Context: an optimization exercise on an open-source flow, tuned for small area and a short achievable clock period. The choices shown serve that exercise and are no tape-out recipe.
RTL that was checked went through simulation tests only; none was proved equivalent to the original.
No activity file was given, so power comes from the tool's default toggle rates.

Design PipelinedRadix4BoothWallace32, start of the top module:
module PipelinedRadix4BoothWallace32
(
    input logic clk,
    input logic run,
    input logic signedFlag,  
    input logic [32 - 1 : 0] multiplicand,
    input logic [32 - 1 : 0] multiplier,
    output logic [64 - 1 : 0] out
);
make LEC_CHECK=0 CAP_MARGIN=20 CORE_MARGIN=2 CORE_UTILIZATION=50 CTS_BUF_LIST='sky130_fd_sc_hd__clkbuf_4 sky130_fd_sc_hd__clkbuf_8' CTS_CLUSTER_SIZE=30 PLACE_DENSITY=0.65 SETUP_SLACK_MARGIN=1.7 SLEW_MARGIN=20 SYNTH_HIERARCHICAL=1 SYNTH_MINIMUM_KEEP_SIZE=0 finish   # period 4.2 ns
run.sh (not shown) runs the stock make flow with config.mk's settings and CLKGATE_MAP_FILE= SYNTH_SCRIPT=/design/flow/synth_recipe.tcl, a recipe that flattens the netlist after the stock synthesis.
Then changed:
- CTS_BUF_LIST: sky130_fd_sc_hd__clkbuf_4 sky130_fd_sc_hd__clkbuf_8 -> unset
- CTS_CLUSTER_SIZE: 30 -> unset
After rerunning: The changed run passed the timing, DRC and antenna checks. Global-route usage hardly moves. Final area came out higher by 1.6%. Setup slack improved by 29 ps. Power came out higher by 3.3%. Sequential share of layout area came out lower by 0.60 points.

========
== the reference run ==
Another version of the RTL of PipelinedRadix4BoothWallace32 (not shown whole).
Size in the first run: roughly 660 flip-flops, ~130 I/O pins.
make LEC_CHECK=0 CAP_MARGIN=20 CORE_MARGIN=2 CORE_UTILIZATION=50 CTS_BUF_LIST='sky130_fd_sc_hd__clkbuf_4 sky130_fd_sc_hd__clkbuf_8' CTS_CLUSTER_SIZE=30 GPL_TIMING_DRIVEN=0 PLACE_DENSITY=0.65 SETUP_SLACK_MARGIN=1.7 SLEW_MARGIN=20 SYNTH_HIERARCHICAL=1 SYNTH_MINIMUM_KEEP_SIZE=0 finish   # period 4.2 ns
The reference run was carried through to the last stage, and its layout satisfied the timing, DRC and antenna checks.
Input changes introduced in the trial run (baseline for comparison: the reference run):
Settings: GPL_TIMING_DRIVEN no longer set, was 0.
## What came out
- Against the reference run, the final cell area of the trial run is lower.
- The trial run vs. the reference run: global-route usage down 6.6 points, total length of routed met2 wires down about 20%.
- Diff the trial run and the reference run: sequential share of layout area higher in the trial run
- Run comparison: the reference run busiest metal layer after global routing met1; the trial run busiest metal layer after global routing met2
- The trial run closes out successfully: all stages finished, all timing, DRC and antenna checks passed.
- Higher met3 usage in global routing among the trial run and the reference run: the reference run
- Delta (the trial run minus the reference run): overall power of the completed layout -about 8%; minimum clock period after layout shrank by 150 ps.

========
Setup of build 16:
Starting RTL as in the previous note.
Settings: LEC_CHECK=0, CAP_MARGIN=20, CORE_MARGIN=2, CORE_UTILIZATION=45, CTS_BUF_LIST=sky130_fd_sc_hd__clkbuf_4 sky130_fd_sc_hd__clkbuf_8, CTS_CLUSTER_SIZE=30, PLACE_DENSITY=0.6, SETUP_SLACK_MARGIN=1.7, SLEW_MARGIN=20, SYNTH_HIERARCHICAL=1, SYNTH_MINIMUM_KEEP_SIZE=0; clock period 4.2 ns.
> inputs changed (build 16 -> build 56)
- swapping 1.7 for 1.75 in SETUP_SLACK_MARGIN
- swapping 0.6 for 0.65 in PLACE_DENSITY
- swapping 45 for 50 in CORE_UTILIZATION
Findings:
- Build 56 went all the way through the flow, and no timing, DRC or antenna check failed.
- On final area, build 16 beats build 56.
- Count of hold-fix buffers inserted at cts: build 16 vs build 56 identical
- Diff build 16 -> build 56: clock power decreased by about 3% relative to the old numbers; cell count shows a reduction of 112; internal power contribution stayed essentially flat.
- The setup slack of build 56 is smaller than that of build 16.
- Summary: clock period minus worst slack, build 56 worse than build 16
- Sort build 16 and build 56 by hold slack, ascending, and build 56 comes first.
- Compared with build 16, build 56 shows a higher core utilization.
- Between build 16 and build 56, the difference in total wire length is negligible.
- The final reports for build 56 and build 16 show global-route track usage on met2 higher in the former.
- For build 56, the last element of the critical path was r2[87], unlike build 16, where it was r2[184].
Relative to build 56, the following input files were edited for build 89:
- SETUP_SLACK_MARGIN now 1.7, was 1.75
- CORE_UTILIZATION now 62, was 50
- PLACE_DENSITY now 0.72, was 0.65
Results
Re total number of vias: build 89 is about 1.2% down on build 56. In the reports for build 89 and build 56, the larger growth of design area from synthesis to finish belongs to build 56. When build 89 is set beside build 56, its clock power share turns out to be 0.4 points smaller. Per the comparison of build 89 with build 56, power saw little to no change; sequential cell area saw little to no change; aggregate routed wire length -about 7%; clock-cell share of area level. Build 56 reports its slowest cell on the critical path as sky130_fd_sc_hd__fa_1 while build 89 reports sky130_fd_sc_hd__fa_2.
Here is what was changed in the inputs of build 12 compared with build 89.
- PLACE_DENSITY now 0.65, was 0.72
- CORE_UTILIZATION now 50, was 62
- SETUP_SLACK_MARGIN now 1.5, was 1.7
--- outcome ---
- Compared build 12 against build 89; required time of the worst setup path within noise.
- Build 12: setup slack is 0.18 ns lower than what build 89 reported.
- Build 12 against build 89: total placed cells including tap cells has increased, post-placement cell area has increased, critical-path maximum fanout has increased.

========
PipelinedRadix4BoothWallace32, a different RTL version from the one above (not shown whole).
Size in the first run: about 3100 cells after synthesis, about 44000 µm² of cells after synthesis.
// PipelinedRadix4BoothWallace32
module PipelinedRadix4BoothWallace32
(
    input logic clk,
    input logic run,
    input logic signedFlag,  
    input logic [32 - 1 : 0] multiplicand,
    input logic [32 - 1 : 0] multiplier,
    output logic [64 - 1 : 0] out
);
reg [15:0] r1_one;
reg [15:0] r1_two;
reg [15:0] r1_neg;
reg [0:0] r1_u16;
reg [32:0] r1_ax;
wire s1;
wire c2;
wire s3;
wire c4;
wire s5;
wire c6;
wire s7;
wire c8;
wire s9;
wire c10;
wire s11;
wire c12;
wire s13;
wire c14;
wire s15;
wire c16;
wire s17;
wire c18;
wire s19;
wire c20;
wire s21;
wire c22;
wire s23;
wire c24;
wire s25;
wire c26;
wire s27;
wire c28;
wire s29;
wire c30;
wire s31;
wire c32;
wire s33;
wire c34;
wire s35;
wire c36;
wire s37;
wire c38;
wire s39;
wire c40;
wire s41;
wire c42;
wire s43;
wire c44;
wire s45;
wire c46;
wire s47;
wire c48;
wire s49;
wire c50;
wire s51;
wire c52;
wire s53;
wire c54;
wire s55;
wire c56;
wire s57;
wire c58;
wire s59;
wire c60;
wire s61;
wire c62;
wire s63;
wire c64;
wire s65;
wire c66;
wire s67;
wire c68;
wire s69;
wire c70;
wire s71;
wire c72;
wire s73;
wire c74;
wire s75;
wire c76;
wire s77;
wire c78;
wire s79;
wire c80;
wire s81;
wire c82;
wire s83;
wire c84;
wire s85;
wire c86;
wire s87;
wire c88;
wire s89;
wire c90;
wire s91;
wire c92;
wire s93;
wire c94;
wire s95;
wire c96;
wire s97;
wire c98;
wire s99;
wire c100;
wire s101;
wire c102;
wire s103;
wire c104;
wire s105;
wire c106;
wire s107;
wire c108;
wire s109;
wire c110;
wire s111;
wire c112;
wire s113;
wire c114;
wire s115;
wire c116;
wire s117;
wire c118;
wire s119;
wire c120;
wire s121;
wire c122;
wire s123;
wire c124;
wire s125;
  ...
clock: 4.2 ns
lec_check: 0
abc_clock_period_in_ps: 2400
cap_margin: 20
core_margin: 2
core_utilization: 40
place_density: 0.6
setup_slack_margin: 1.2
slew_margin: 20
synth_hierarchical: 1
synth_minimum_keep_size: 0
==> next run, changes <==
--- a/flow/config.mk
+++ b/flow/config.mk
@@ -11,5 +11,5 @@
 export CORE_UTILIZATION = 40
 export PLACE_DENSITY = 0.6
-export SETUP_SLACK_MARGIN = 1.2
+export SETUP_SLACK_MARGIN = 1.8
 export SLEW_MARGIN = 20
 export SYNTH_HIERARCHICAL = 1
Sequential power stays flat.
Sequential share of layout area is lower by 3.6 points.
Register-to-register slack is better by 90 ps.
Function was not checked in any run of this note: the RTL went through the layout flow alone.

========
== run a ==
RTL: one of the versions met above, not the one the previous note started from.
Size: about 3100 cells after synthesis, ~130 I/O pins, ~0.044 mm^2 of cells after synthesis.
make LEC_CHECK=0 CAP_MARGIN=20 CORE_MARGIN=2 CORE_UTILIZATION=50 CTS_BUF_LIST='sky130_fd_sc_hd__clkbuf_4 sky130_fd_sc_hd__clkbuf_8' CTS_CLUSTER_SIZE=30 PLACE_DENSITY=0.65 SETUP_SLACK_MARGIN=1.6 SLEW_MARGIN=20 SYNTH_HIERARCHICAL=1 SYNTH_MINIMUM_KEEP_SIZE=0 finish   # period 4.2 ns
Input-level comparison between run b and run a:
-- flow/config.mk --
<<< run a, line 12
export CTS_CLUSTER_SIZE = 30
export PLACE_DENSITY = 0.65
export SETUP_SLACK_MARGIN = 1.6
export SLEW_MARGIN = 20
export SYNTH_HIERARCHICAL = 1
>>> run b, line 12
export CTS_CLUSTER_SIZE = 30
export PLACE_DENSITY = 0.65
export SETUP_SLACK_MARGIN = 1.9
export SLEW_MARGIN = 20
export SYNTH_HIERARCHICAL = 1
[summary]
Run b: last weighted congestion value of the routability-driven placer higher than run a. For wire length of the first global-routing pass, dividing the value from run a by the value from run b gives 0.917. Looking at startpoint of the worst setup timing path, the r1_neg[0] result is from run b; the r1_ax[20] one comes from run a. Non-clock buffer count ended up 204 higher on run b than on run a. Wire length per cell after detailed routing (run b over run a): increase, 11%. Summary of the comparison: final worst-path cycle share is lower in run b, relative to run a.

========
Another version of the RTL of PipelinedRadix4BoothWallace32 (not shown whole).
For scale: ~3100 cells after synthesis, ~660 flip-flops, ~130 I/O pins, roughly 0.044 mm2 of cells after synthesis.
clock: 4.2 ns
lec_check: 0
cap_margin: 20
core_margin: 2
core_utilization: 50
cts_buf_list: sky130_fd_sc_hd__clkbuf_4 sky130_fd_sc_hd__clkbuf_8
cts_cluster_size: 30
place_density: 0.65
setup_slack_margin: 1.7
slew_margin: 20
synth_hierarchical: 1
synth_minimum_keep_size: 0
Then changed:
- CORE_UTILIZATION: 50 -> 55
- PLACE_DENSITY: 0.65 -> 0.72
Result: Clock power rises by 5.0%. Via count goes up by 2.6%. Flip-flop and latch count is unchanged. Non-clock buffer count increases by 8. Register-to-register slack got worse by 0.03 ns. Wire length barely changes. Total power rose by 2.4%.
Then changed:
- CORE_UTILIZATION: 55 -> 50
- PLACE_DENSITY: 0.72 -> 0.65
- SETUP_SLACK_MARGIN: 1.7 -> 1.8
The new run passed the timing, DRC and antenna checks.
Sequential power barely changes.
Design area goes up slightly.
Total power goes down slightly.
Synthesized cell count does not change.
Fmax goes up by a few percent.
Synthesized area does not change.
Via count goes down slightly.
Then changed:
- CTS_BUF_LIST: sky130_fd_sc_hd__clkbuf_4 sky130_fd_sc_hd__clkbuf_8 -> sky130_fd_sc_hd__clkbuf_8
- CTS_CLUSTER_DIAMETER: not set -> 40
- CTS_CLUSTER_SIZE: 30 -> 40
- SETUP_SLACK_MARGIN: 1.8 -> 1.7
After rerunning: Die area does not change. Clock power is higher by 7.4%. Area after synthesis does not change. Utilization went down by 0.74 points. Power is lower by 0.47%. Sequential share of layout area grows by 0.49 points. Routed wire length is lower by 1.8%. Via count fell by 0.99%. Final area falls by 1.3%. Sequential cell count stays the same. Cell count rises by 0.38%.
Then changed:
- CTS_BUF_LIST: sky130_fd_sc_hd__clkbuf_8 -> not set
- CTS_CLUSTER_DIAMETER: 40 -> not set
- CTS_CLUSTER_SIZE: 40 -> 30
Effect:
- area after synthesis stays the same
- maximum frequency falls by 0.55%
- clock skew falls by 0.047 ns
- power rises by 2.3%
- synthesized cell count does not change
- critical path depth stays the same
- register-to-register slack is about the same
- final cell count falls by 1.5%
Function was not checked in any run of this note: the RTL went through the layout flow alone.

========
trial 74:
Starting RTL as in the previous note.
==> flow/config.mk <==
export PLATFORM = sky130hd
export DESIGN_NAME = PipelinedRadix4BoothWallace32
export DESIGN_NICKNAME = PipelinedRadix4BoothWallace32
export VERILOG_FILES = /design/flow/design.v
export SDC_FILE = /design/flow/constraint.sdc
export NUM_CORES = 4
export LEC_CHECK = 0
export CAP_MARGIN = 20
export CORE_MARGIN = 2
export CORE_UTILIZATION = 50
export CTS_BUF_LIST = sky130_fd_sc_hd__clkbuf_8
export CTS_CLUSTER_SIZE = 30
export PLACE_DENSITY = 0.65
export SETUP_SLACK_MARGIN = 1.7
export SLEW_MARGIN = 20
export SYNTH_HIERARCHICAL = 1
export SYNTH_MINIMUM_KEEP_SIZE = 0
==> flow/constraint.sdc <==
create_clock -name core_clock -period 4.2 [get_ports {clk}]
set_input_delay 0.8400 -clock core_clock [delete_from_list [all_inputs] [get_ports {clk}]]
set_output_delay 0.8400 -clock core_clock [all_outputs]
set_load 0.01 [all_outputs]
Trial 74 was carried through to the last stage, and its layout satisfied the timing, DRC and antenna checks.
What trial 62 does differently from trial 74 at the input level:
- CTS_BUF_LIST: sky130_fd_sc_hd__clkbuf_8 -> sky130_fd_sc_hd__clkbuf_4 sky130_fd_sc_hd__clkbuf_8
- GPL_ROUTABILITY_DRIVEN: unset -> 0
==> summary.txt <==
On detailed placer's ending HPWL, trial 62 and trial 74 are neck and neck.
Trial 62 against trial 74: cell area held, critical path required time held, wire length after detailed routing shows no meaningful change, overall fraction of global-route tracks in use flat, sum of internal, switching and leakage power went up.
In the tables for trial 62 and trial 74, routing usage on met2 reads lower with trial 62.
No functional check of the RTL was part of any run of this note.

========
PipelinedRadix4BoothWallace32, a different RTL version from the one above (not shown whole).
Size: ~3100 cells after synthesis, roughly 130 I/O pins.
==> flow/design.v (excerpt) <==
module PipelinedRadix4BoothWallace32
(
    input logic clk,
    input logic run,
    input logic signedFlag,  
    input logic [32 - 1 : 0] multiplicand,
    input logic [32 - 1 : 0] multiplier,
    output logic [64 - 1 : 0] out
);
reg [15:0] r1_one;
reg [15:0] r1_two;
reg [15:0] r1_neg;
reg [0:0] r1_u16;
reg [32:0] r1_ax;
wire s1;
wire c2;
wire s3;
wire c4;
wire s5;
wire c6;
wire s7;
wire c8;
wire s9;
wire c10;
wire s11;
wire c12;
wire s13;
wire c14;
wire s15;
wire c16;
wire s17;
wire c18;
wire s19;
wire c20;
wire s21;
wire c22;
wire s23;
wire c24;
wire s25;
wire c26;
wire s27;
wire c28;
wire s29;
wire c30;
wire s31;
wire c32;
wire s33;
wire c34;
wire s35;
wire c36;
wire s37;
wire c38;
wire s39;
wire c40;
wire s41;
wire c42;
wire s43;
wire c44;
wire s45;
wire c46;
wire s47;
wire c48;
wire s49;
wire c50;
wire s51;
wire c52;
wire s53;
wire c54;
wire s55;
wire c56;
wire s57;
wire c58;
wire s59;
  ...
clock: 4.2 ns
lec_check: 0
abc_clock_period_in_ps: 1000
cap_margin: 20
core_margin: 2
core_utilization: 50
place_density: 0.65
setup_slack_margin: 1.7
slew_margin: 20
synth_hierarchical: 1
synth_minimum_keep_size: 0
Next try:
ABC_CLOCK_PERIOD_IN_PS = 2000   (was 1000)
Effect: Via count stays the same; worst setup slack is unchanged; register-to-register slack is about the same; wire length does not change; fmax is unchanged; cell area does not change; sequential cell count is unchanged; non-clock buffer count stays the same; total power does not change; clock power hardly moves.
No run of this note included a check of the RTL's function; only the layout flow was run.

========
## v54
PipelinedRadix4BoothWallace32 with an RTL version that a note above also has.
Size in the first run: roughly 3100 cells after synthesis, ~130 I/O pins, ~0.044 mm² of cells after synthesis.
Settings: LEC_CHECK=0, CAP_MARGIN=0, CORE_MARGIN=2, CORE_UTILIZATION=50, CTS_BUF_LIST=sky130_fd_sc_hd__clkbuf_4 sky130_fd_sc_hd__clkbuf_8, CTS_CLUSTER_SIZE=30, PLACE_DENSITY=0.65, SETUP_SLACK_MARGIN=1.7, SLEW_MARGIN=0, SYNTH_HIERARCHICAL=1, SYNTH_MINIMUM_KEEP_SIZE=0; clock period 4.2 ns.
In summary, v54 completed successfully, with a layout that passed the timing, DRC and antenna checks.
Relative to v54, the following input files were edited for v24:
Settings: CAP_MARGIN: 0 -> 20; SLEW_MARGIN: 0 -> 20; SETUP_SLACK_MARGIN: 1.7 -> 1.8.
### Flow results
Lower part of the power in registers among v24 and v54: v24. The clock skew in v24 was higher than what v54 gave. Fraction of final layout cells sized beyond drive strength 1 in v24 vs v54: up 9.3 points. Half-perimeter wire length after placement: v24 vs v54, no meaningful difference. Clock network fraction of design power: v24 < v54. Synthesized cell count came out exactly the same in v24 and v54. Across both runs, power density relative to cell area was lower for v24 than for v54. Re fmax: v24 is about 1.7% down on v54. The higher maximum number of pins on one net before global-route repair came out of v24. Going from v54 to v24, the final core utilization was found to have gone up by 3.7 points. Depth of the worst register-to-register path, v24 and v54, higher one = v24.
Relative to v24, the following input files were edited for v10:
Settings: SETUP_SLACK_MARGIN now 1.65, was 1.8.
Results
Looking at v10 and v24, the clock network area share is a wash. Of v10 and v24, the run reporting the lower post-layout minimum cycle time was v10. | number of nets in the final layout | lower: v10 |. From v24 to v10 the numbers moved as follows: sum of met3 wire segment lengths after detailed routing shows a reduction of 5000 µm; setup slack of the most critical reg-to-reg path moved up; maximum number of pins on one net before global-route repair rose 8; maximum frequency picked up an extra 2.4%.

afterwards: timing with drivers on the ports:
The flow's constraints put no driver on any port. The routed layouts listed below were extracted and timed again, unchanged, in two steps.
Step 1 (the two cells are an assumption about what drives the block):
set clk [get_ports {clk}]
set_driving_cell -lib_cell sky130_fd_sc_hd__clkbuf_16 $clk
set_driving_cell -lib_cell sky130_fd_sc_hd__buf_2 [delete_from_list [all_inputs] $clk]
Step 2 times the ports against the registers' clock, not the clock port: input delays grow and output delays shrink by t, the midpoint of the rising clock arrivals with the driver on.
a / b / c = no drivers / after step 1 / after step 2; a / b = the first two.
| run | t, ns | setup slack, ns | worst slew at a driven data input, ns |
|---|---|---|---|
| the first run of note 1 | 0.818 | 1.636 / 1.636 / 1.636 | 0.08 |
| the second run of note 1 | 0.702 | 1.665 / 1.665 / 1.665 | 0.08 |
| the reference run | 0.829 | 1.529 / 1.529 / 1.219 | 0.05 |
| the trial run | 0.810 | 1.676 / 1.676 / 1.676 | 0.06 |
| build 16 | 0.846 | 1.690 / 1.690 / 1.690 | 0.05 |
| build 56 | 0.792 | 1.658 / 1.658 / 1.658 | 0.05 |
| build 89 | 0.786 | 1.660 / 1.660 / 1.660 | 0.05 |
| build 12 | 0.800 | 1.484 / 1.484 / 1.484 | 0.06 |
| the first run of note 4 | 0.709 | 1.190 / 1.190 / 1.190 | 0.06 |
| the second run of note 4 | 0.711 | 1.285 / 1.285 / 1.285 | 0.06 |
| run a | 0.809 | 1.605 / 1.605 / 1.605 | 0.05 |
| run b | 0.822 | 1.619 / 1.619 / 1.619 | 0.05 |
| the first run of note 6 | 0.834 | 1.670 / 1.670 / 1.670 | 0.06 |
| the second run of note 6 | 0.806 | 1.643 / 1.643 / 1.643 | 0.05 |
| the third run of note 6 | 0.845 | 1.715 / 1.715 / 1.561 | 0.05 |
| the fourth run of note 6 | 0.823 | 1.684 / 1.684 / 1.684 | 0.06 |
| the fifth run of note 6 | 0.708 | 1.670 / 1.670 / 1.670 | 0.06 |
| trial 74 | 0.832 | 1.652 / 1.652 / 1.652 | 0.06 |
| trial 62 | 0.834 | 1.670 / 1.670 / 1.670 | 0.06 |
| the first run of note 8 | 0.694 | 0.976 / 0.976 / 0.976 | 0.07 |
| the second run of note 8 | 0.694 | 0.976 / 0.976 / 0.976 | 0.07 |
| v54 | 0.849 | 1.639 / 1.639 / 1.639 | 0.06 |
| v24 | 0.816 | 1.596 / 1.596 / 1.596 | 0.06 |
| v10 | 0.814 | 1.658 / 1.655 / 1.658 | 0.05 |
After both steps every run listed still meets setup and hold. The setup slack of the reference run, which loses most, moves by 0.000 ns with the drivers and by -0.310 ns with both steps.
